Context: an optimization exercise on an open-source flow, tuned for small area, a short achievable clock period and few clock cycles per item. The choices shown serve that exercise and are no tape-out recipe.
RTL that was checked went through simulation tests only; none was proved equivalent to the original.
Function not checked in runs 4 and 5: the RTL went through the layout flow alone.
Power and IR drop assume default switching activity.

==> flow/design.v <==
module grn_step (input logic [68:0] v, output logic [68:0] y);
assign y[0] = v[40];
assign y[1] = v[40] & ~ v[32];
assign y[2] = v[35] & ~ (v[36] | v[6]);
assign y[3] = ((v[50] | v[33]) & v[36]) & ~ v[2];
assign y[4] = ~ (v[20] & 0);
assign y[5] = (v[48] | v[31]) & ~ (v[33] | v[36]);
assign y[6] = (v[7] | v[8]) & ~ v[21];
assign y[7] = v[17] & ~ (v[10] | v[32]);
assign y[8] = v[13] & ~ (v[21] | v[32]);
assign y[9] = v[46] & ~ v[47];
assign y[10] = v[31];
assign y[11] = v[42] & v[52];
assign y[12] = (v[4] | v[48] | v[26]) & ~ v[20];
assign y[13] = v[30];
assign y[14] = v[34];
assign y[15] = v[28];
assign y[16] = v[64];
assign y[17] = v[52] | v[16];
assign y[18] = v[15];
assign y[19] = v[59];
assign y[20] = ~ (v[14] | v[2]);
assign y[21] = (v[31] | v[48]) & ~ v[43];
assign y[22] = ~ v[23];
assign y[23] = (v[2] | (v[42] & v[52]));
assign y[24] = v[19] & ~ v[49];
assign y[25] = v[1] | v[29];
assign y[26] = ((v[4] | v[15]) & v[25]) & ~ v[20];
assign y[27] = (v[33] & v[2]) & ~ (v[20] | v[0]);
assign y[28] = v[38] | v[40];
assign y[29] = v[9] | v[51] | v[52];
assign y[30] = (v[3] | v[50] | v[9]) & ~ v[5];
assign y[31] = ~ v[22];
assign y[32] = (v[33] | v[44]) & ~ (v[20] | v[6]);
assign y[33] = (v[37] | v[25] | v[0]) & ~ v[27];
assign y[34] = v[11];
assign y[35] = (v[14] | v[39]) & ~ v[37];
assign y[36] = v[9] & ~ v[2];
assign y[37] = v[33] & ~ (v[31] | v[26]);
assign y[38] = v[9] | v[39];
assign y[39] = v[14] | v[19];
assign y[40] = v[52] & ~ v[41];
assign y[41] = v[31] | v[48];
assign y[42] = v[47];
assign y[43] = v[30];
assign y[44] = v[51] & ~ v[26];
assign y[45] = v[44] | v[31];
assign y[46] = v[33] | v[17];
assign y[47] = v[15] | v[52];
assign y[48] = v[24];
assign y[49] = v[48];
assign y[50] = v[7] & ~ v[5];
assign y[51] = v[57] & ~ v[45];
assign y[52] = v[54];
assign y[53] = (v[62] | v[65]) & ~ v[59];
assign y[54] = v[58];
assign y[55] = v[60] & ~ (v[63] | v[57]);
assign y[56] = (v[61] | v[63]) & ~ (v[62] | v[57] | v[60]);
assign y[57] = v[53];
assign y[58] = (v[63] | v[66]) & ~ v[62];
assign y[59] = v[58] | v[65] | v[31];
assign y[60] = v[65] | v[55];
assign y[61] = v[65] | v[58];
assign y[62] = v[53] | v[55];
assign y[63] = v[56] | v[64];
assign y[64] = v[63] & ~ v[57];
assign y[65] = (v[66] | v[54]) & ~ v[62];
assign y[66] = v[31];
assign y[67] = (v[18] & v[12]) & ~ (v[32] | v[6]);
assign y[68] = v[6];
endmodule
module grn_farm #(
	parameter VECTOR_SIZE = 69,
	parameter LS          = 2,          
	parameter LK          = 1,          
	parameter G           = 6           
) (
	input  logic                   clk,
	input  logic                   rst,
	input  logic                   in_valid,
	input  logic [VECTOR_SIZE-1:0] in_conf,
	output logic                   in_ready,
	output logic                   out_valid,
	output logic [VECTOR_SIZE-1:0] out_conf,
	output logic [31:0]            out_transient,
	output logic [31:0]            out_length
);
localparam int S  = 1 << LS;
localparam int K  = 1 << LK;
localparam int LU = LS + LK;
localparam int CW = 32 - LU;
localparam int EW = 1 + (K - 1) * G;    
localparam logic [1:0] P_EMPTY = 2'd0;
localparam logic [1:0] P_ONE   = 2'd1;     
localparam logic [1:0] P_TWO   = 2'd2;     
localparam logic [1:0] P_DONE  = 2'd3;
logic [1:0]             ph [S];
logic [VECTOR_SIZE-1:0] A  [S];
logic [VECTOR_SIZE-1:0] B  [S];
logic [VECTOR_SIZE-1:0] C  [S];
logic [EW-1:0]          E  [S];     
logic [CW-1:0]          c1 [S];
logic [CW-1:0]          c2 [S];
logic [LU-1:0]          u1 [S];
logic [LU-1:0]          dd [S];     
logic                   bw [S];     
logic                   fresh;      
logic [1:0]             ph_n [S];
logic [VECTOR_SIZE-1:0] A_n  [S];
logic [VECTOR_SIZE-1:0] B_n  [S];
logic [EW-1:0]          E_n  [S];
logic [LU-1:0]          u1_n [S];
logic [LU-1:0]          dd_n [S];
logic                   bw_n [S];
logic [CW-1:0] c1_inc, c2_inc, c2_dec;
assign c1_inc = c1[0] + 1'b1;
assign c2_inc = c2[0] + 1'b1;
assign c2_dec = c2[S-1] - 1'b1;
genvar s, q;
generate
	for (s = 0; s < S; s = s + 1) begin : gen_stage
		localparam int SP = (s + S - 1) % S;    
		logic [VECTOR_SIZE-1:0] a  [K+1];
		logic [VECTOR_SIZE-1:0] b  [K+1];
		logic [VECTOR_SIZE-1:0] bh [K];
		assign a[0] = A[s];
		assign b[0] = B[s];
		for (q = 0; q < K; q = q + 1) begin : gen_sub
			grn_step step_a  (.v(a[q]),  .y(a[q+1]));
			grn_step step_b1 (.v(b[q]),  .y(bh[q]));
			grn_step step_b2 (.v(bh[q]), .y(b[q+1]));
			if (q == 0) begin : g_first
				if (s == 0) begin : g_s0
					assign E_n[s][0] = (a[0] == b[0]) && !fresh;
				end else begin : g_sn
					assign E_n[s][0] = (a[0] == b[0]);
				end
			end else begin : g_late
				genvar g;
				for (g = 0; g < G; g = g + 1) begin : gen_grp
					localparam int LO = g * VECTOR_SIZE / G;
					localparam int HI = (g + 1) * VECTOR_SIZE / G - 1;
					assign E_n[s][1 + (q - 1) * G + g] = (a[q][HI:LO] == b[q][HI:LO]);
				end
			end
		end
		assign A_n[s] = a[K];
		assign B_n[s] = b[K];
		logic [K-1:0] meet;
		assign meet[0] = E[s][0];
		for (q = 1; q < K; q = q + 1) begin : gen_meet
			assign meet[q] = &E[s][1 + (q - 1) * G +: G];
		end
		always_comb begin
			logic [1:0] p;
			p       = ph[s];
			u1_n[s] = u1[s];
			dd_n[s] = dd[s];
			bw_n[s] = bw[s];
			for (int k = 0; k < K; k = k + 1) begin
				if (meet[k] && p == P_TWO) begin
					p       = P_DONE;
					dd_n[s] = LU'(K*SP + k) - u1_n[s];
					bw_n[s] = LU'(K*SP + k) < u1_n[s];
				end
				if (meet[k] && p == P_ONE) begin
					p       = P_TWO;
					u1_n[s] = LU'(K*SP + k);
				end
			end
			ph_n[s] = p;
		end
		if (s < S - 1) begin : g_pass
			always_ff @(posedge clk) begin
				if (rst) ph[s+1] <= P_EMPTY;
				else     ph[s+1] <= ph_n[s];
				A[s+1]  <= A_n[s];
				B[s+1]  <= B_n[s];
				C[s+1]  <= C[s];
				E[s+1]  <= E_n[s];
				if (s == 0) begin
					c1[s+1] <= (ph_n[s] == P_ONE && !fresh) ? c1_inc : c1[s];
					c2[s+1] <= (ph_n[s] == P_TWO) ? c2_inc : c2[s];
				end else begin
					c1[s+1] <= c1[s];
					c2[s+1] <= c2[s];
				end
				u1[s+1] <= u1_n[s];
				dd[s+1] <= dd_n[s];
				bw[s+1] <= bw_n[s];
			end
		end
	end
endgenerate
logic [1:0] ph_ahead;
always_comb begin
	ph_ahead = ph_n[S-2];
	if (E_n[S-2][0] && ph_ahead == P_TWO)      ph_ahead = P_DONE;
	else if (E_n[S-2][0] && ph_ahead == P_ONE) ph_ahead = P_TWO;
end
logic free;
assign in_ready = free;
always_ff @(posedge clk) begin
	if (rst) begin
		free      <= 1'b1;
		ph[0]     <= P_EMPTY;
		out_valid <= 1'b0;
	end else begin
		free      <= (ph_ahead == P_EMPTY) || (ph_ahead == P_DONE);
		ph[0]     <= free ? (in_valid ? P_ONE : P_EMPTY) : ph_n[S-1];
		out_valid <= free && (ph_n[S-1] == P_DONE);
	end
	fresh <= free;
	if (free) begin
		A[0]  <= in_conf;
		B[0]  <= in_conf;
		C[0]  <= in_conf;
		E[0]  <= '0;
		c1[0] <= '0;
		c2[0] <= '0;
	end else begin
		A[0]  <= A_n[S-1];
		B[0]  <= B_n[S-1];
		C[0]  <= C[S-1];
		E[0]  <= E_n[S-1];
		c1[0] <= c1[S-1];
		c2[0] <= c2[S-1];
	end
	u1[0] <= u1_n[S-1];
	dd[0] <= dd_n[S-1];
	bw[0] <= bw_n[S-1];
	out_conf      <= C[S-1];
	out_transient <= {c1[S-1], u1_n[S-1]};
	out_length    <= {bw_n[S-1] ? c2_dec : c2[S-1], dd_n[S-1]};
end
endmodule
==> flow/run.sh <==
#!/bin/bash
# synth_recipe.tcl (not shown) runs the flow's synth.tcl, then flattens the netlist and writes it again
# the make line also repeats each setting of config.mk as NAME=value (left out here)
make -C /OpenROAD-flow-scripts/flow DESIGN_CONFIG=/design/flow/config.mk WORK_HOME=/design/flow/orfs CLKGATE_MAP_FILE= SYNTH_SCRIPT=/design/flow/synth_recipe.tcl finish
==> flow/config.mk <==
export PLATFORM = sky130hd
export DESIGN_NAME = grn_farm
export DESIGN_NICKNAME = grn_farm
export VERILOG_FILES = /design/flow/design.v
export SDC_FILE = /design/flow/constraint.sdc
export NUM_CORES = 4
export LEC_CHECK = 0
export CAP_MARGIN = 20
export CORE_MARGIN = 2
export CORE_UTILIZATION = 45
export CTS_CLUSTER_DIAMETER = 80
export CTS_CLUSTER_SIZE = 25
export PLACE_DENSITY = 0.6
export SETUP_SLACK_MARGIN = 2.6
export SLEW_MARGIN = 20
==> flow/constraint.sdc <==
create_clock -name core_clock -period 5.0 [get_ports {clk}]
set_input_delay 1.0000 -clock core_clock [delete_from_list [all_inputs] [get_ports {clk}]]
set_output_delay 1.0000 -clock core_clock [all_outputs]
set_load 0.01 [all_outputs]
==> run notes, run 1 <==
outcome finished clean; final setup margin 2.54 ns; crit path DAT 2.99 ns; worst r2r src B[2][33]; Longest Clk Path Bufs 3; Final Skew 0.0307 ns; Die X 315 um; share of the cycle needed by the critical path after routing 49.3%; Worst EP required 5.52 ns; Syn. warnings 55; drt drc 0; post-synth top area share 57.0%; WL final 179000 um; EDFF count, synth 0; Post-synth ARST share 0%; latest clock arrival within the worst-skew pair 0.69 ns; mean area per synthesized cell 10.1 um^2; Final min period 2.46 ns; Max Cap Viol 0; vias in the first global route 32300; clk root buf clkbuf_16; DIE AREA 99000 um^2; Final ANT Viol Nets 0; post-synth cell types 89; Power Density 451 nW/um^2; Crit. Startpoint B[2][33]; R2R cell count 5; final non-filler cell total 5775; Crit Path Max Fanout 8; critical path endpoint B[3][2]; worst hold slack 0.321 ns; FF-to-FF setup slack 2.54 ns; Area growth, synth to finish 12.7%; top-count cell post-synth dfxtp_1; Cells after Synth 4317; Lkg Pwr 19.3 nW; largest net degree at the start of global routing 161; Max rail drop VDD 0.350 mV; layout cells sized above 1 6.19%; synthesized cell area 43400 um^2; DR pass1 iterations 6; Final Max Tran Viols 0; CTS sink count 1235; core footprint 95300 um^2; routability cong. 1.03; # hold bufs at CTS 0; sequential cell area 24700 um^2; worst min path class flop to flop; Setup TNS Final 0 ns; worst r2r dst B[3][2]; final hold vios 0; DP Area 46800 um^2; cell taking the most area after synthesis dfxtp_1; Setup CP Type flop to flop; antenna violations before repair 11; Synth Flop Type dfxtp_1; HPWL after DPL 141000 um; Layout fillers 8985; Post-Syn Nets 4398; Seq/Total Area, Yosys 57.0%; most frequent cells after synthesis dfxtp_1 (1235), nor2_1 (372), xnor2_1 (295); Final Cell Area 48900 um^2; Port Buffers 206; #FFs+latches synth 1235; Slew HR 13.9%; initial core utilization 45.6%; DRT iter0 DRCs 4528; area occupied by multi-input gates 17700 um^2; GRT Total Usage 35.5%; Layout Nets 4566; Setup crit start kind flop; vias 33700; crit path capture type flop; CTS Buf Count 66; Area contributors post-synth dfxtp_1 (57%), xnor2_1 (6.0%), xor2_1 (5.4%); Inst Count DP 5671; Core Rows 113; final setup fails 0; wire per inst 30.9 um; Hold Crit Start C[1][30]; CTS tree yes; clock transition at the registers of the reported paths 0.10 ns; CTS H-tree lvls 3; die height 315 um; grt ovf 0; first-pass GRT wire length 247000 um; DR vias/cell 5.83; RSZ-0062 raised after global routing true; post-place setup slack 2.42 ns; Tightest Pin Transition 1.28 ns; IO Pins 207; Max Freq 406 MHz
power breakdown:
group	internal, W	leakage [nW]	switching [W]
Sequential	0.0106	10.2	0.00135
Clock	0.00266	0.985	0.00341
Combinational	0.00148	8.08	0.00260
Total	0.0147	19.3	0.00736
registers in the layout (all words and copies together), names as in the netlist, 8 cells and up:
name,cells
A,266
B,267
C,276
E,28
c1,116
c2,116
dd,11
out_conf,69
out_length,30
out_transient,30
ph,8
u1,11
layer usage:
layer | GRT usage (%) | vias up | share of wire (%)
li1 | - | 14900 | -
met1 | 47.2 | 16300 | 41
met2 | 55.1 | 1987 | 44
met3 | 6.40 | 483 | 8.5
met4 | 18.6 | 2 | 6.2
met5 | 0 | - | 0.0062
timing repair:
item | 4_1_cts | 5_1_grt
gates resized for setup | 151 | 37
pin swaps | 1 | 3
endpoints found under the setup margin | 163 | 50
buffers inserted | 6 | 5
kinds of logic (layout without fill, tap and decap cells):
group | count (synthesis) | in the layout | synth area share [%]
buffers and inverters | 305 | 495 | 2.69
AND/OR/NAND/NOR | 1568 | 1568 | 18.8
flip-flops | 1235 | 1235 | 57.0
other | 0 | 3 | 0
AO/OA/AOI/OAI | 606 | 606 | 9.20
multiplexers | 30 | 30 | 0.761
XOR/XNOR | 564 | 564 | 11.4
adder cells (fa/ha/maj) | 9 | 9 | 0.259
final cells by class:
class,instances,share of cell area (%)
flip-flops and latches,1235,50.6
multi-input cells,2777,36.2
repair buffers,249,4.61
clock buffers,72,3.64
well taps,1265,3.24
inverters,156,1.20
clock inverters,18,0.506
diodes,3,0.0153
worst min path at each step:
stage / endpoint / cells past startpoint / slack, ns
floorplan: C[1][0] / 0 / 0.31
global placement: C[2][63] / 0 / 0.31
detailed placement: C[2][20] / 0 / 0.31
CTS: C[2][19] / 0 / 0.32
global route: C[3][10] / 0 / 0.34
finish: C[2][30] / 0 / 0.32
metrics by stage:
stage	power [W]	util, %
floorplan	0.0138	-
global placement	0.0160	49.1
detailed placement	0.0159	49.1
CTS	0.0218	51.1
global route	0.0226	51.3
finish	0.0221	51.3
layout by cell type (no fill, tap or decap), types with 19 or more instances in the layout:
master              n
a211oi_1           33
a21oi_1           117
and2_1             31
buf_4              39
clkbuf_16          71
clkdlybuf4s50_1    71
dfxtp_1          1223
dlygate4sd2_1     131
inv_1             156
mux2_2             24
nand2_1           279
nand2b_1           72
nand3_1            86
nand4_1            75
nor2_1            371
nor2b_1           166
nor3_1            168
nor3b_1            42
nor4_1            102
o21a_1             19
o21ai_0           169
o21bai_1           44
o31ai_1            34
or2_2              38
or3_1              20
xnor2_1           295
xor2_1            269
critical path, stage by stage, from the launching register on:
cell	delay [ns]
dfxtp_1	0.58
o21bai_1	0.27
o221ai_1	0.47
nor2_1	0.09
o2bb2a_1	0.41
nor4_1	0.49
Testbench counts, summed over its fixed seeds: cycles 6,150, items 1,280.
==> run 2: changes to the inputs <==
--- a/flow/config.mk
+++ b/flow/config.mk
@@ -11,5 +11,5 @@
 export CTS_CLUSTER_DIAMETER = 80
 export CTS_CLUSTER_SIZE = 25
 export PLACE_DENSITY = 0.6
-export SETUP_SLACK_MARGIN = 2.6
+export SETUP_SLACK_MARGIN = 3.2
 export SLEW_MARGIN = 20
==> run notes, run 2 <==
Lkg Pwr 21.1 nW; initial core utilization 45.6%; Final Max Tran Viols 0; share of the cycle needed by the critical path after routing 43.7%; routability cong. 1.05; grt ovf 0; commonest non-fill, non-tap cells in the layout dfxtp_1 (909), nor2_1 (334), xnor2_1 (278); biggest regs C x276, B x267, A x266; #FFs+latches synth 1235; Max rail drop VDD 0.379 mV; die height 315 um; GRT Total Usage 36.5%; clock transition at the registers of the reported paths 0.10 ns; Layout Nets 4731; Power Density 428 nW/um^2; Tightest Pin Transition 1.12 ns; IO Pins 207; Core Rows 113; DRT iter0 DRCs 4406; Seq/Total Area, Yosys 57.0%; synthesized cell area 43400 um^2; EDFF count, synth 0; Max Cap Viol 0; Post-synth ARST share 0%; slowest CP cell dfxtp_4; Critical Path, Cell by Cell buf_6; first-pass GRT wire length 255000 um; Setup CP Type flop to output pin; outcome finished clean; clk root buf clkbuf_16; CTS sink count 1235; HPWL after DPL 140000 um; Die X 315 um; post-synth top area share 57.0%; Syn. warnings 55; final setup fails 0; Slew HR 24.5%; total power 0.0231 W; DR pass1 iterations 8; RSZ-0062 raised after global routing true; layout cells sized above 1 26.9%; Biggest register C; most common cell after layout, fill and taps aside dfxtp_1; Inst Count DP 5661; crit path DAT 1.19 ns; Synth Flop Type dfxtp_1; post-place setup slack 2.37 ns; vias in the first global route 33500; Cells after Synth 4317; Final ANT Viol Nets 0; cell family with most CP delay flip-flops; Largest register FFs 276; Port Buffers 206; vias 35100; top-count cell post-synth dfxtp_1; final setup margin 2.81 ns; Post-Syn Nets 4398; worst min path class flop to flop; Crit Path Max Fanout 2; mean area per synthesized cell 10.1 um^2; Max Freq 457 MHz; CTS Buf Count 66; post-synth cell types 89; Setup crit start kind flop; crit-path max cell delay 0.41 ns; DR vias/cell 5.91; Setup TNS Final 0 ns; Worst EP required 4.00 ns; antenna violations before repair 3; CTS tree yes; latest clock arrival within the worst-skew pair 0.70 ns; largest net degree at the start of global routing 75; DIE AREA 99000 um^2; Area contributors post-synth dfxtp_1 (57%), xnor2_1 (6.0%), xor2_1 (5.4%); CTS H-tree lvls 3; Longest Clk Path Bufs 3; Area growth, synth to finish 24.1%; Final min period 2.19 ns; wire per inst 31.3 um; Final Skew 0.0367 ns; most frequent cells after synthesis dfxtp_1 (1235), nor2_1 (372), xnor2_1 (295); cell taking the most area after synthesis dfxtp_1; final hold vios 0; crit path capture type output pin; WP buf/inv 1; drt drc 0; core footprint 95300 um^2; WL final 186000 um; final non-filler cell total 5941
## run 2: cell counts after synthesis
Identical to the previous run, type by type.
## run 2: what timing repair did
item	4_1_cts	5_1_grt
setup buffers	96	80
gates cloned	9	1
gates resized for setup	1306	339
endpoints found under the setup margin	590	379
pin swaps	92	122
hold buffers	0	0
## run 2: report_power, final
group / internal (W) / switching (W) / total, W
Clock: 0.00273 / 0.00343 / 0.00616
Combinational: 0.00195 / 0.00287 / 0.00482
Sequential: 0.0106 / 0.00145 / 0.0121
Total: 0.0153 / 0.00775 / 0.0231
## run 2: cells by family (layout without fill, tap and decap cells)
| family | after synthesis | after routing | synth area share, % |
|---|---|---|---|
| mux | 30 | 30 | 0.761 |
| buf+inv | 305 | 657 | 2.69 |
| flops | 1235 | 1235 | 57.0 |
| compound gates | 606 | 609 | 9.20 |
| simple gates | 1568 | 1570 | 18.8 |
| xor+xnor | 564 | 564 | 11.4 |
| other cells | 0 | 2 | 0 |
| fa+ha+maj | 9 | 9 | 0.259 |
## run 2: routing by layer
| layer | wire length (um) | global-route usage [%] | share of wire (%) |
|---|---|---|---|
| met5 | 13 | 0 | 0.0070 |
| met4 | 13900 | 21.4 | 7.4 |
| met3 | 18500 | 8.53 | 9.9 |
| met2 | 80300 | 55.9 | 43 |
| met1 | 73500 | 47.1 | 39 |
## run 2: cell type report
class / count / area, um^2
Tap cell: 1265 / 1580
Sequential cell: 1235 / 25300
Timing Repair Buffer: 409 / 3830
Multi-Input combinational cell: 2782 / 20500
Clock inverter: 14 / 219
Fill cell: 8452 / 41400
Inverter: 156 / 592
Antenna cell: 2 / 5.00
Clock buffer: 78 / 1850
## run 2: worst paths after layout
check	startpoint	end	slack (ns)	cells past startpoint
setup / recovery	free	in_ready	2.81	1
hold / removal	C[2][42]	C[3][42]	0.32	0
setup reg to reg	c2[3][15]	out_length[28]	2.94	6
hold reg to reg	C[2][42]	C[3][42]	0.32	0
## run 2: stage by stage
step / hold slack, ns / area [um^2] / utilization, %
finish: 0.317 / 53900 / 56.5
global route: 0.317 / 53900 / 56.5
CTS: 0.319 / 52000 / 54.5
detailed placement: 0.312 / 46900 / 49.2
global placement: 0.310 / 46900 / 49.2
floorplan: 0.310 / 43700 / -
==> run 3: changes to the inputs <==
--- a/flow/config.mk
+++ b/flow/config.mk
@@ -11,5 +11,5 @@
 export CTS_CLUSTER_DIAMETER = 80
 export CTS_CLUSTER_SIZE = 25
 export PLACE_DENSITY = 0.6
-export SETUP_SLACK_MARGIN = 3.2
+export SETUP_SLACK_MARGIN = 3.0
 export SLEW_MARGIN = 20
==> run notes, run 3 <==
Post-Syn Nets 4398; routability cong. 1.01; latest clock arrival within the worst-skew pair 0.73 ns; clock transition at the registers of the reported paths 0.09 ns; Slew HR 32.1%; final hold vios 0; Max rail drop VDD 0.352 mV; final setup fails 0; #FFs+latches synth 1235; share of the cycle needed by the critical path after routing 44.1%; Max Freq 454 MHz; total power 0.0221 W; synthesized cell area 43400 um^2; outcome finished clean; Setup crit start kind flop; Final Max Tran Viols 0; RSZ-0062 raised after global routing true; Seq/Total Area, Yosys 57.0%; commonest non-fill, non-tap cells in the layout dfxtp_1 (1044), nor2_1 (359), xnor2_1 (289); slowest CP cell dfxtp_4; Layout Nets 4616; Longest Clk Path Bufs 3; post-synth cell types 89; DRT iter0 DRCs 3995; WL final 180000 um; wire per inst 30.9 um; HPWL after DPL 138000 um; Compound-Gate Fraction of Synth Area 9.20%; Port Buffers 206; # hold bufs at CTS 0; grt ovf 0; adder-cell share of the synthesized area 0.259%; Final Skew 0.0408 ns; layout cells sized above 1 17.8%; antenna violations before repair 7; Setup TNS Final 0 ns; vias in the first global route 32500; worst min path class flop to flop; Largest register FFs 276; DIE AREA 99000 um^2; crit path capture type output pin; vias 33900; Syn. warnings 55; cell taking the most area after synthesis dfxtp_1; Inst Count DP 5660; Final ANT Viol Nets 0; Die X 315 um; FF-to-FF setup slack 2.89 ns; Worst EP required 4.00 ns; post-synthesis simple-gate area fraction 18.8%; Layout fillers 8650; most common cell after layout, fill and taps aside dfxtp_1; initial core utilization 45.6%; Area contributors post-synth dfxtp_1 (57%), xnor2_1 (6.0%), xor2_1 (5.4%); GRT Total Usage 35.3%; CTS Buf Count 61; Area growth, synth to finish 17.2%; post-synthesis mux area share 0.761%; most frequent cells after synthesis dfxtp_1 (1235), nor2_1 (372), xnor2_1 (295); Cells after Synth 4317; largest net degree at the start of global routing 94; Critical Path, Cell by Cell buf_6; first-pass GRT wire length 247000 um; IO Pins 207; Lkg Pwr 19.9 nW; top-count cell post-synth dfxtp_1; Synth Area in XOR/XNOR 11.4%; Tightest Pin Transition 1.01 ns; die height 315 um; Max Cap Viol 0; cell family with most CP delay flip-flops; crit-path max cell delay 0.38 ns; CTS H-tree lvls 2; WP buf/inv 1; main combinational cell family by area after synthesis simple AND/OR/NAND/NOR gates; biggest regs C x276, B x267, A x266; Biggest register C; mean area per synthesized cell 10.1 um^2; clk root buf clkbuf_16; Synth Flop Type dfxtp_1; DR pass1 iterations 6; final non-filler cell total 5823; Final min period 2.20 ns; crit path DAT 1.20 ns; worst hold slack 0.321 ns; core footprint 95300 um^2; drt drc 0; Setup CP Type flop to output pin; Core Rows 113; Crit Path Max Fanout 2; DR vias/cell 5.82; CTS sink count 1235; post-synth top area share 57.0%; EDFF count, synth 0; CTS tree yes; Power Density 434 nW/um^2; Post-synth ARST share 0%
==> run 3: through the flow <==
step           setup WS, ns  utilization, %  cell area (um^2)
2_1_floorplan          3.01               -             43400
4_1_cts                2.75            52.2             49700
6_report               2.80            53.4             50900
3_3_place_gp           2.39            49.0             46700
3_5_place_dp           2.37            49.0             46700
5_1_grt                2.75            53.4             50800
==> run 3: final timing paths <==
check / start / to / depth (start not counted)
setup / recovery: free / in_ready / 1
hold / removal: C[2][23] / C[3][23] / 0
setup reg to reg: A[1][30] / E[2][0] / 4
hold reg to reg: C[2][23] / C[3][23] / 0
==> run 3: logic make-up after synthesis <==
family | after synthesis
AND/OR/NAND/NOR | 1568
adder cells (fa/ha/maj) | 9
XOR/XNOR | 564
multiplexers | 30
buffers and inverters | 305
AO/OA/AOI/OAI | 606
flip-flops | 1235
==> run 3: power breakdown <==
| group | total, W | leakage [nW] | internal (W) | switching, W |
|---|---|---|---|---|
| clock network | 0.00571 | 0.896 | 0.00241 | 0.00330 |
| registers | 0.0120 | 10.3 | 0.0106 | 0.00141 |
| logic | 0.00435 | 8.73 | 0.00169 | 0.00266 |
==> run 3: final cells by class <==
| type | instances | area, um^2 | share of cell area [%] |
|---|---|---|---|
| Multi-Input combinational cell | 2782 | 19000 | 37.3 |
| Inverter | 156 | 589 | 1.16 |
| Antenna cell | 4 | 10.0 | 0.0197 |
| Tap cell | 1265 | 1580 | 3.11 |
| Timing Repair Buffer | 299 | 2840 | 5.58 |
| Clock buffer | 66 | 1600 | 3.14 |
| Clock inverter | 16 | 230 | 0.453 |
| Sequential cell | 1235 | 25000 | 49.2 |
==> run 3: layer usage <==
metal / vias to the layer above / track usage, % / wire [um] / share of wire [%]
li1: 15000 / - / - / -
met1: 16500 / 46.0 / 73900 / 41
met2: 1851 / 55.5 / 79900 / 44
met3: 495 / 7.64 / 15200 / 8.4
met4: 10 / 17.1 / 10700 / 6.0
met5: - / 0 / 64 / 0.036
==> run 3: timing repair <==
action | CTS | global route
resized for setup | 960 | 214
pin swaps | 27 | 26
buffers inserted | 38 | 32
endpoints found under the setup margin | 497 | 274
cloned | 3 | 4
==> run 4: changes to the inputs <==
--- a/flow/design.v
+++ b/flow/design.v
@@ -115,7 +115,7 @@
 logic [CW-1:0] c1_inc, c2_inc, c2_dec;
 assign c1_inc = c1[0] + 1'b1;
 assign c2_inc = c2[0] + 1'b1;
-assign c2_dec = c2[S-1] - 1'b1;
+assign c2_dec = c2[S-2] - 1'b1;
 genvar s, q;
 generate
 	for (s = 0; s < S; s = s + 1) begin : gen_stage
@@ -123,6 +123,7 @@
 		logic [VECTOR_SIZE-1:0] a  [K+1];
 		logic [VECTOR_SIZE-1:0] b  [K+1];
 		logic [VECTOR_SIZE-1:0] bh [K];
+		logic                   eq0;
 		assign a[0] = A[s];
 		assign b[0] = B[s];
 		for (q = 0; q < K; q = q + 1) begin : gen_sub
@@ -131,10 +132,11 @@
 			grn_step step_b2 (.v(bh[q]), .y(b[q+1]));
 			if (q == 0) begin : g_first
 				if (s == 0) begin : g_s0
-					assign E_n[s][0] = (a[0] == b[0]) && !fresh;
+					assign eq0 = (a[0] == b[0]) && !fresh;
 				end else begin : g_sn
-					assign E_n[s][0] = (a[0] == b[0]);
-				end
+					assign eq0 = (a[0] == b[0]);
+				end
+				assign E_n[s][0] = (s == S - 2) ? 1'b0 : eq0;
 			end else begin : g_late
 				genvar g;
 				for (g = 0; g < G; g = g + 1) begin : gen_grp
@@ -168,6 +170,17 @@
 					u1_n[s] = LU'(K*SP + k);
 				end
 			end
+			if (s == S - 2) begin
+				if (eq0 && p == P_TWO) begin
+					p       = P_DONE;
+					dd_n[s] = LU'(K*s) - u1_n[s];
+					bw_n[s] = LU'(K*s) < u1_n[s];
+				end
+				if (eq0 && p == P_ONE) begin
+					p       = P_TWO;
+					u1_n[s] = LU'(K*s);
+				end
+			end
 			ph_n[s] = p;
 		end
 		if (s < S - 1) begin : g_pass
@@ -181,6 +194,9 @@
 				if (s == 0) begin
 					c1[s+1] <= (ph_n[s] == P_ONE && !fresh) ? c1_inc : c1[s];
 					c2[s+1] <= (ph_n[s] == P_TWO) ? c2_inc : c2[s];
+				end else if (s == S - 2) begin
+					c1[s+1] <= c1[s];
+					c2[s+1] <= (ph_n[s] == P_DONE && bw_n[s]) ? c2_dec : c2[s];
 				end else begin
 					c1[s+1] <= c1[s];
 					c2[s+1] <= c2[s];
@@ -192,23 +208,20 @@
 		end
 	end
 endgenerate
-logic [1:0] ph_ahead;
-always_comb begin
-	ph_ahead = ph_n[S-2];
-	if (E_n[S-2][0] && ph_ahead == P_TWO)      ph_ahead = P_DONE;
-	else if (E_n[S-2][0] && ph_ahead == P_ONE) ph_ahead = P_TWO;
-end
 logic free;
-assign in_ready = free;
+assign in_ready      = free;
+assign out_conf      = C[S-1];
+assign out_transient = {c1[S-1], u1[S-1]};
+assign out_length    = {c2[S-1], dd[S-1]};
 always_ff @(posedge clk) begin
 	if (rst) begin
 		free      <= 1'b1;
 		ph[0]     <= P_EMPTY;
 		out_valid <= 1'b0;
 	end else begin
-		free      <= (ph_ahead == P_EMPTY) || (ph_ahead == P_DONE);
+		free      <= (ph_n[S-2] == P_EMPTY) || (ph_n[S-2] == P_DONE);
 		ph[0]     <= free ? (in_valid ? P_ONE : P_EMPTY) : ph_n[S-1];
-		out_valid <= free && (ph_n[S-1] == P_DONE);
+		out_valid <= (ph_n[S-2] == P_DONE);
 	end
 	fresh <= free;
 	if (free) begin
@@ -229,8 +242,5 @@
 	u1[0] <= u1_n[S-1];
 	dd[0] <= dd_n[S-1];
 	bw[0] <= bw_n[S-1];
-	out_conf      <= C[S-1];
-	out_transient <= {c1[S-1], u1_n[S-1]};
-	out_length    <= {bw_n[S-1] ? c2_dec : c2[S-1], dd_n[S-1]};
 end
 endmodule
--- a/flow/config.mk
+++ b/flow/config.mk
@@ -11,5 +11,5 @@
 export CTS_CLUSTER_DIAMETER = 80
 export CTS_CLUSTER_SIZE = 25
 export PLACE_DENSITY = 0.6
-export SETUP_SLACK_MARGIN = 3.0
+export SETUP_SLACK_MARGIN = 2.6
 export SLEW_MARGIN = 20
==> run notes, run 4 <==
outcome finished clean; crit path DAT 3.59 ns; routability cong. 1.06; Critical Path, Cell by Cell buf_6 > xnor2_4 > nand4_1 > nor4_4 > nand3_2 > nor2_4 > mux2i_4 > nor3_2 > ha_2 > buf_12 > buf_6 > nand2b_4 > buf_4 > a211oi_2 > xor2_1; Inst Count DP 5461; Final Skew 0.0446 ns; first-pass GRT wire length 250000 um; DIE AREA 92500 um^2; Cells after Synth 4157; CTS tree yes; EDFF count, synth 0; Max rail drop VDD 0.319 mV; Final ANT Viol Nets 0; Syn. warnings 55; CP most frequent cell buf_6; vias 33400; Layout Nets 4463; Layout fillers 8374; Seq/Total Area, Yosys 54.7%; Largest register FFs 276; clk root buf clkbuf_16; clock transition at the registers of the reported paths 0.10 ns; internal power 0.0128 W; final setup margin 1.98 ns; commonest non-fill, non-tap cells in the layout dfxtp_1 (1034), nor2_1 (402), xnor2_1 (286); post-synth top area share 54.7%; CTS H-tree lvls 2; DR pass1 iterations 7; most frequent cells after synthesis dfxtp_1 (1107), nor2_1 (415), xnor2_1 (299); final core utilization 52.4%; most common cell after layout, fill and taps aside dfxtp_1; DR vias/cell 5.97; die height 304 um; worst min path class flop to flop; latest clock arrival within the worst-skew pair 0.69 ns; Lkg Pwr 18.9 nW; Sw Ratio 33.3%; WL final 183000 um; drt drc 0; Worst EP required 5.57 ns; Power Density 409 nW/um^2; Biggest register C; largest net degree at the start of global routing 146; Final Cell Area 46900 um^2; # hold bufs at CTS 0; Setup crit start kind flop; Die X 304 um; Max Freq 331 MHz; IO Pins 207; DP Area 44200 um^2; core footprint 89600 um^2; final setup fails 0; Final Max Tran Viols 0; share of power burned in registers 54.5%; post-place setup slack 1.41 ns; Synth Flop Type dfxtp_1; synthesized cell area 40500 um^2; RSZ-0062 raised after global routing true; antenna violations before repair 18; mean area per synthesized cell 9.75 um^2; HPWL after DPL 146000 um; initial core utilization 45.2%; final non-filler cell total 5586; net switching power 0.00639 W; slowest CP cell dfxtp_2; crit path capture type flop; Tightest Pin Transition 1.27 ns; crit-path max cell delay 0.33 ns; Longest Clk Path Bufs 3; Comb pwr share 18.3%; cell taking the most area after synthesis dfxtp_1; GRT Total Usage 38.4%; Final min period 3.02 ns; layout cells sized above 1 10.4%; share of the cycle needed by the critical path after routing 60.4%; CTS sink count 1107; Post-synth ARST share 0%; clock network fraction of design power 27.2%; vias in the first global route 32000; Area contributors post-synth dfxtp_1 (55%), xnor2_1 (6.5%), xor2_1 (5.4%); Post-Syn Nets 4239; CTS Buf Count 57; #FFs+latches synth 1107; final hold vios 0; area occupied by multi-input gates 18100 um^2; Core Rows 110; Port Buffers 206; sequential cell area 22300 um^2; Setup CP Type flop to flop; Slew HR 15.4%; Max Cap Viol 0; post-synth cell types 86; wire per inst 32.7 um; Crit Path Max Fanout 7; DRT iter0 DRCs 4651; grt ovf 0; Setup TNS Final 0 ns; biggest regs C x276, B x267, A x266; Area growth, synth to finish 15.8%; top-count cell post-synth dfxtp_1
-- run 4: layer usage --
| layer | track usage [%] | part of all wire [%] | vias to the layer above |
|---|---|---|---|
| met4 | 21.0 | 6.3 | 8 |
| li1 | - | - | 14500 |
| met5 | 0 | 0.031 | - |
| met3 | 9.51 | 11 | 522 |
| met2 | 57.3 | 42 | 2213 |
| met1 | 51.1 | 41 | 16100 |
-- run 4: worst paths after layout --
path | start | to | slack [ns] | cells past startpoint
worst max-delay path | A[2][54] | c2[3][6] | 1.98 | 15
worst min-delay path | c2[1][3] | c2[2][3] | 0.33 | 0
worst max register to register | A[2][54] | c2[3][6] | 1.98 | 15
worst min register to register | c2[1][3] | c2[2][3] | 0.33 | 0
-- run 4: repair_timing --
item | CTS | global route
resized for setup | 283 | 91
pin swaps | 45 | 24
buffers inserted | 20 | 12
hold endpoints to repair | 0 | 0
endpoints found under the setup margin | 254 | 84
cloned | 5 | 0
-- run 4: power groups by stage --
stage	Clock, W	Sequential (W)	Combinational (W)
6_report	0.00522	0.0105	0.00350
3_3_place_gp	0	0.0106	0.00327
2_1_floorplan	0	0.00994	0.00202
5_1_grt	0.00559	0.0105	0.00359
4_1_cts	0.00528	0.0104	0.00329
3_5_place_dp	0	0.0106	0.00322
-- run 4: worst max-delay path, delay by kind of cell (launching register included) --
| family | cells | cell delay [ns] |
|---|---|---|
| buf+inv | 4 | 0.51 |
| flops | 1 | 0.33 |
| compound gates | 1 | 0.03 |
| simple gates | 6 | 1.24 |
| fa+ha+maj | 1 | 0.20 |
| mux | 1 | 0.27 |
| xor+xnor | 2 | 0.31 |
-- run 4: logic make-up after synthesis --
| logic type | synth area share, % |
|---|---|
| AO/OA/AOI/OAI | 9.38 |
| XOR/XNOR | 11.9 |
| adder cells (fa/ha/maj) | 0.309 |
| buffers and inverters | 2.98 |
| flip-flops | 54.7 |
| multiplexers | 1.04 |
| AND/OR/NAND/NOR | 19.7 |
-- run 4: cell type report --
type / count / share of cell area [%]
Timing Repair Buffer: 284 / 5.69
Clock buffer: 61 / 3.09
Sequential cell: 1107 / 47.5
Clock inverter: 19 / 0.571
Tap cell: 1176 / 3.14
Antenna cell: 8 / 0.0427
Inverter: 188 / 1.50
Multi-Input combinational cell: 2743 / 38.5
-- run 4: metrics by stage --
step                hold WS [ns]  total power (W)
floorplan                  0.310           0.0120
finish                     0.325           0.0192
detailed placement         0.312           0.0138
global placement           0.310           0.0138
CTS                        0.326           0.0189
global route               0.332           0.0197
==> run 5: changes to the inputs <==
--- a/flow/design.v
+++ b/flow/design.v
@@ -115,7 +115,7 @@
 logic [CW-1:0] c1_inc, c2_inc, c2_dec;
 assign c1_inc = c1[0] + 1'b1;
 assign c2_inc = c2[0] + 1'b1;
-assign c2_dec = c2[S-2] - 1'b1;
+always_ff @(posedge clk) c2_dec <= c2[S-3] - 1'b1;
 genvar s, q;
 generate
 	for (s = 0; s < S; s = s + 1) begin : gen_stage
==> run notes, run 5 <==
outcome finished clean; cell taking the most area after synthesis dfxtp_1; Longest Clk Path Bufs 3; worst min path class flop to flop; Die X 305 um; most frequent cells after synthesis dfxtp_1 (1136), nor2_1 (425), xnor2_1 (295); Largest register FFs 276; synthesized cell area 40800 um^2; largest net degree at the start of global routing 164; initial core utilization 45.4%; core footprint 90000 um^2; drt drc 0; post-synthesis simple-gate area fraction 19.5%; post-synth cell types 74; DIE AREA 93200 um^2; Final min period 3.18 ns; main combinational cell family by area after synthesis simple AND/OR/NAND/NOR gates; net switching power 0.00635 W; Layout fillers 8515; internal power 0.0132 W; latest clock arrival within the worst-skew pair 0.70 ns; die height 305 um; Sw Ratio 32.5%; Post-Syn Nets 4245; Max rail drop VDD 0.311 mV; DRT iter0 DRCs 4297; wire per inst 31.3 um; Biggest register C; Area growth, synth to finish 14.8%; final setup margin 1.82 ns; Compound-Gate Fraction of Synth Area 8.40%; post-place setup slack 1.26 ns; commonest non-fill, non-tap cells in the layout dfxtp_1 (1079), nor2_1 (413), xnor2_1 (294); crit path DAT 3.74 ns; RSZ-0062 raised after global routing true; final hold vios 0; final core utilization 52.1%; antenna violations before repair 17; grt ovf 0; share of the cycle needed by the critical path after routing 63.7%; crit path capture type flop; vias 32600; Cells after Synth 4163; Layout Nets 4459; #FFs+latches synth 1136; Core Rows 110; HPWL after DPL 139000 um; Max Cap Viol 0; post-synthesis mux area share 1.76%; GRT Total Usage 36.4%; Final Max Tran Viols 0; layout cells sized above 1 9.21%; adder-cell share of the synthesized area 0.306%; worst hold slack 0.310 ns; IO Pins 207; Lkg Pwr 18.9 nW; Setup CP Type flop to flop; Final Skew 0.0569 ns; biggest regs C x276, B x267, A x266; sequential cell area 22800 um^2; clk root buf clkbuf_16; Port Buffers 206; Crit Path Max Fanout 7; Tightest Pin Transition 1.32 ns; Synth Area in XOR/XNOR 11.7%; Inst Count DP 5477; Setup TNS Final 0 ns; Synth Flop Type dfxtp_1; WL final 174000 um; top-count cell post-synth dfxtp_1; Post-synth ARST share 0%; Seq/Total Area, Yosys 55.7%; Final ANT Viol Nets 0; first-pass GRT wire length 240000 um; CTS H-tree lvls 2; final setup fails 0; Syn. warnings 55; CTS sink count 1136; Comb pwr share 17.8%; EDFF count, synth 0; Area contributors post-synth dfxtp_1 (56%), xnor2_1 (6.3%), xor2_1 (5.4%); DR vias/cell 5.84; clock network fraction of design power 28.1%; share of power burned in registers 54.0%; most common cell after layout, fill and taps aside dfxtp_1; routability cong. 1.07; Slew HR 10.5%; Power Density 416 nW/um^2; clock transition at the registers of the reported paths 0.09 ns; area occupied by multi-input gates 17700 um^2; DR pass1 iterations 6; Max Freq 314 MHz; Worst EP required 5.55 ns; post-synth top area share 55.7%; CTS Buf Count 58; vias in the first global route 31300; mean area per synthesized cell 9.81 um^2; CTS tree yes; final non-filler cell total 5578; Setup crit start kind flop
run 5: worst paths after layout:
| check | startpoint | end | slack, ns | depth (start not counted) |
|---|---|---|---|---|
| max | A[2][6] | c2[3][4] | 1.82 | 13 |
| min | c1[1][17] | c1[2][17] | 0.31 | 0 |
| max reg2reg | A[2][6] | c2[3][4] | 1.82 | 13 |
| min reg2reg | c1[1][17] | c1[2][17] | 0.31 | 0 |
run 5: critical path: stages (launching register included):
cell and delay, ns:
dfxtp_1 0.50, xor2_1 0.12, nor4_1 0.29, nand4_1 0.27
nor2_2 0.20, and3_4 0.24, a21oi_2 0.05, nor3_2 0.16
ha_2 0.20, nand4_1 0.12, mux2i_4 0.19, buf_12 0.17
clkbuf_16 0.18, mux2_2 0.32
run 5: cells by family after synthesis:
family          count (synthesis)
simple gates                 1577
flops                        1136
compound gates                549
xor+xnor                      547
buf+inv                       279
mux                            65
fa+ha+maj                      10
run 5: area by class of cell:
cell class,count,share of cell area (%)
Clock buffer,59,3.15
Timing Repair Buffer,264,5.21
Tap cell,1176,3.14
Clock inverter,20,0.686
Inverter,169,1.35
Sequential cell,1136,48.7
Antenna cell,6,0.0320
Multi-Input combinational cell,2748,37.7
run 5: power groups by stage:
stage	logic (W)	registers, W	clock network, W
finish	0.00348	0.0105	0.00549
global route	0.00357	0.0106	0.00585
CTS	0.00329	0.0105	0.00553
detailed placement	0.00325	0.0107	0
global placement	0.00330	0.0107	0
floorplan	0.00198	0.0102	0
run 5: stage by stage:
stage               total power (W)  instance area, um^2
floorplan                    0.0122                40900
global placement             0.0140                44300
detailed placement           0.0139                44400
CTS                          0.0193                46500
global route                 0.0200                46900
finish                       0.0195                46900
run 5: metal layers:
layer  GRT usage [%]  vias up  share of wire (%)
met3            7.91      515                9.9
li1                -    14500                  -
met1            47.5    15600                 40
met2            57.1     2004                 44
met5               0        -              0.058
met4            18.2       10                5.8
run 5: what timing repair did:
action,4_1_cts,5_1_grt
resized for setup,246,84
hold buffers,0,0
endpoints found under the setup margin,239,85
gates cloned,2,1
pin swaps,13,12
buffers inserted,10,3
endpoints found under the hold margin,0,0

[port drivers added, routing unchanged]
The flow's constraints put no driver on any port. The routed layouts listed below were extracted and timed again, unchanged, in two steps.
Step 1 sets driving cells, clkbuf_16 on the clock port and buf_2 on the other inputs (assumed; they add their load-dependent delay and slew).
Step 2, shift: input delay + t, output delay - t, t = (earliest + latest rising clock arrival at the registers) / 2. This alone moves slack from input paths to output paths.
Slacks: ideal ports / drivers / drivers and shift; pairs: ideal ports / drivers.
| run | t (ns) | setup slack, ns | clock arrival spread, ns |
|---|---|---|---|
| run 1 | 0.740 | 2.537 / 2.537 / 2.537 | 0.038 / 0.039 |
| run 2 | 0.742 | 2.813 / 2.745 / 2.729 | 0.045 / 0.045 |
| run 3 | 0.773 | 2.795 / 2.727 / 2.731 | 0.051 / 0.050 |
| run 4 | 0.750 | 1.980 / 1.980 / 1.980 | 0.047 / 0.047 |
| run 5 | 0.746 | 1.815 / 1.815 / 1.815 | 0.061 / 0.061 |
After both steps setup and hold are still met in every run listed. The setup slack of run 2, which loses most, moves by -0.068 ns with the drivers and by -0.084 ns with both steps.
